This design comes from an exercise in tuning for small area and a short achievable clock period on the open sky130 flow, not from production work. In this exercise RTL edits were held to simulation tests only and were not proved equivalent to the original.

==> wip/umber <==
## test_dsp
module test_dsp #(parameter width_in1=26, parameter width_in2=14, parameter width_out=40) (
    input clk_i,
    input signed [width_in1:0] a_i,
    input signed [width_in2:0] b_i,
    input signed [width_out:0] pd_pattern1,
    output signed [width_out:0] c_o,
    output reg ones_o
);
export LEC_CHECK = 0
export ABC_AREA = 1
export CAP_MARGIN = 20
export CORE_MARGIN = 2
export CORE_UTILIZATION = 60
export SETUP_SLACK_MARGIN = 3.3
export SLEW_MARGIN = 20
create_clock -name core_clock -period 6.5 [get_ports {clk_i}]
standard.sh (not shown) runs the stock make flow with config.mk's settings and CLKGATE_MAP_FILE= SYNTH_SCRIPT=/design/flow/synth_recipe.tcl, a recipe that flattens the netlist after the stock synthesis.
==> flow/flow/run.sh <==
#!/bin/bash
# Standard ORFS layout, with one extra step between synthesis and floorplan:
# flow/polarity.py removes the polarity inverters that Yosys's full-adder
# extraction leaves between adder cells (full adders are self-dual), and
# swaps gates for their complement cells where that saves an inverter.
# Registers and ports are untouched.
set -euo pipefail
cd "$(dirname "$0")/.."
W=$(pwd)
R=$W/orfs/results/${FLOW_PLATFORM}/test_dsp/base
LIB=${FLOW_HOME}/platforms/${FLOW_PLATFORM}/lib/sky130_fd_sc_hd__tt_025C_1v80.lib
# port buffers: a real buffer cell (buffer_ports otherwise picks a delay cell)
export BUFFER_PORTS_ARGS="-buffer_cell sky130_fd_sc_hd__buf_2"
bash standard.sh synth > "$W/run_synth.log" 2>&1
cp "$R/1_2_yosys.v" "$W/1_2_yosys.standard.v"
python3 flow/polarity.py "$LIB" "$W/1_2_yosys.standard.v" "$R/1_2_yosys.v" > "$W/run_polarity.log" 2>&1
rm -f "$R/1_synth.odb" "$R/1_synth.sdc"
bash standard.sh finish > "$W/run_layout.log" 2>&1
Other scripts of this flow, unchanged in this note and not shown: flow/flow/polarity.py
==> inputs of wip/indigo, as changes to wip/umber <==
--- a/flow/design.v
+++ b/flow/design.v
@@ -157,13 +157,13 @@
 reg r1_c39_1;
 reg r1_c39_2;
 reg r1_c40_0;
 reg r1_c40_1;
 reg [40:0] pat_r;
 reg [40:0] prod_r;
-reg eq_r;
+reg [5:0] eqp_r;
 wire bo0 = b_i[0] ^ 1'b0;
 wire bt0 = (b_i[1] & ~b_i[0] & ~1'b0) | (~b_i[1] & b_i[0] & 1'b0);
 wire bn0 = b_i[1];
 wire pp0_0 = ((bo0 & a_i[0])) ^ bn0;
 wire pp0_1 = ((bo0 & a_i[1]) | (bt0 & a_i[0])) ^ bn0;
 wire pp0_2 = ((bo0 & a_i[2]) | (bt0 & a_i[1])) ^ bn0;
@@ -1105,13 +1105,20 @@
 wire sm_37 = ad_p0_37 ^ ad_g6_36;
 wire sm_38 = ad_p0_38 ^ ad_g6_37;
 wire sm_39 = ad_p0_39 ^ ad_g6_38;
 wire sm_40 = ad_p0_40 ^ ad_g6_39;
 wire [40:0] prod_d = {sm_40, sm_39, sm_38, sm_37, sm_36, sm_35, sm_34, sm_33, sm_32, sm_31, sm_30, sm_29, sm_28, sm_27, sm_26, sm_25, sm_24, sm_23, sm_22, sm_21, sm_20, sm_19, sm_18, sm_17, sm_16, sm_15, sm_14, sm_13, sm_12, sm_11, sm_10, sm_9, sm_8, sm_7, sm_6, sm_5, sm_4, sm_3, sm_2, sm_1, sm_0};
 wire [40:0] kc = {(cs_s[39:0] & cs_c[39:0]) | ((cs_s[39:0] | cs_c[39:0]) & ~pat_r[39:0]), 1'b0};
-wire eq_d = ~|(cs_s ^ cs_c ^ pat_r ^ kc);
+wire [40:0] eqz = cs_s ^ cs_c ^ pat_r ^ kc;
+wire [5:0] eqp_d;
+assign eqp_d[0] = ~|eqz[6:0];
+assign eqp_d[1] = ~|eqz[13:7];
+assign eqp_d[2] = ~|eqz[19:14];
+assign eqp_d[3] = ~|eqz[26:20];
+assign eqp_d[4] = ~|eqz[33:27];
+assign eqp_d[5] = ~|eqz[40:34];
 always @(posedge clk_i) begin
     r1_c0_0 <= bn0;
     r1_c0_1 <= pp0_0;
     r1_c1_0 <= pp0_1;
     r1_c2_0 <= bn1;
     r1_c2_1 <= pp0_2;
@@ -1260,11 +1267,11 @@
     r1_c39_1 <= pp6_27;
     r1_c39_2 <= pp7_25;
     r1_c40_0 <= sn6;
     r1_c40_1 <= pp7_26;
     pat_r <= pd_pattern1;
     prod_r <= prod_d;
-    eq_r <= eq_d;
-    ones_o <= eq_r;
+    eqp_r <= eqp_d;
+    ones_o <= &eqp_r;
 end
 assign c_o = prod_r;
 endmodule
--- a/flow/config.mk
+++ b/flow/config.mk
@@ -6,8 +6,8 @@
 export NUM_CORES = 4
 export LEC_CHECK = 0
 export ABC_AREA = 1
 export CAP_MARGIN = 20
 export CORE_MARGIN = 2
 export CORE_UTILIZATION = 60
-export SETUP_SLACK_MARGIN = 3.3
+export SETUP_SLACK_MARGIN = 3.4
 export SLEW_MARGIN = 20
==> comparison table <==
Status: wip/indigo finished clean; wip/umber finished clean
Flip-flop and latch count: wip/indigo 240; wip/umber 235
Synthesized area divided by synthesized cell count: wip/indigo 10.3 um^2; wip/umber 10.3 um^2
Sequential portion of the cell area: wip/indigo 25.3%; wip/umber 25.1%
Type of element launching the critical path: wip/indigo register; wip/umber input port
Number of antenna diodes: wip/indigo 0; wip/umber 3
Vias per cell: wip/indigo 5.72; wip/umber 5.76
Length of routed met3 wiring: wip/indigo 3360 um; wip/umber 4490 um
Dpl ws: wip/indigo 1.97 ns; wip/umber 1.89 ns
Cells after Synth: wip/indigo 1547; wip/umber 1568
Number of antenna violations at the first check in global routing: wip/indigo 1; wip/umber 2
Routed len/inst: wip/indigo 20.6 um; wip/umber 22.3 um
Worst clock skew: wip/indigo 0.0121 ns; wip/umber 0.0136 ns
Total placed instance area: wip/indigo 17000 um^2; wip/umber 17000 um^2
WP depth: wip/indigo 13; wip/umber 9
Detailed-route via count: wip/indigo 11600; wip/umber 11800
Worst-path maximum fanout: wip/indigo 6; wip/umber 20
Largest stage delay on the critical path: wip/indigo 0.62 ns; wip/umber 0.52 ns
Multi-input logic area: wip/indigo 10800 um^2; wip/umber 10700 um^2
Most repeated library cell on the critical path: wip/indigo sky130_fd_sc_hd__nand2_4; wip/umber sky130_fd_sc_hd__fa_1

==> port drivers added, routing unchanged <==
No port has a modelled driver above. Below, the same layouts with a new extraction and two added sets of constraints. Step 1 sets driving cells, clkbuf_16 on the clock port and buf_2 on the other inputs (assumed; they add their load-dependent delay and slew). Step 2 times the ports against the registers' clock, not the clock port: input delays grow and output delays shrink by t, the midpoint of the rising clock arrivals with the driver on. Three values: no drivers, after step 1, after step 2; two values: the first two.
| run | shift t [ns] | setup WS [ns] | worst hold slack (ns) | slew at the worst register clock pin (ns) | cell pins on the clock port's net |
|---|---|---|---|---|---|
| wip/umber | 0.595 | 3.337 / 3.336 / 2.741 | 0.330 / 0.330 / 0.330 | 0.06 / 0.06 | 1 |
| wip/indigo | 0.593 | 3.420 / 3.388 / 2.795 | 0.445 / 0.445 / 0.445 | 0.06 / 0.06 | 1 |
After both steps every run listed still meets setup and hold. The setup slack of wip/indigo, which loses most, moves by -0.032 ns with the drivers and by -0.625 ns with both steps.
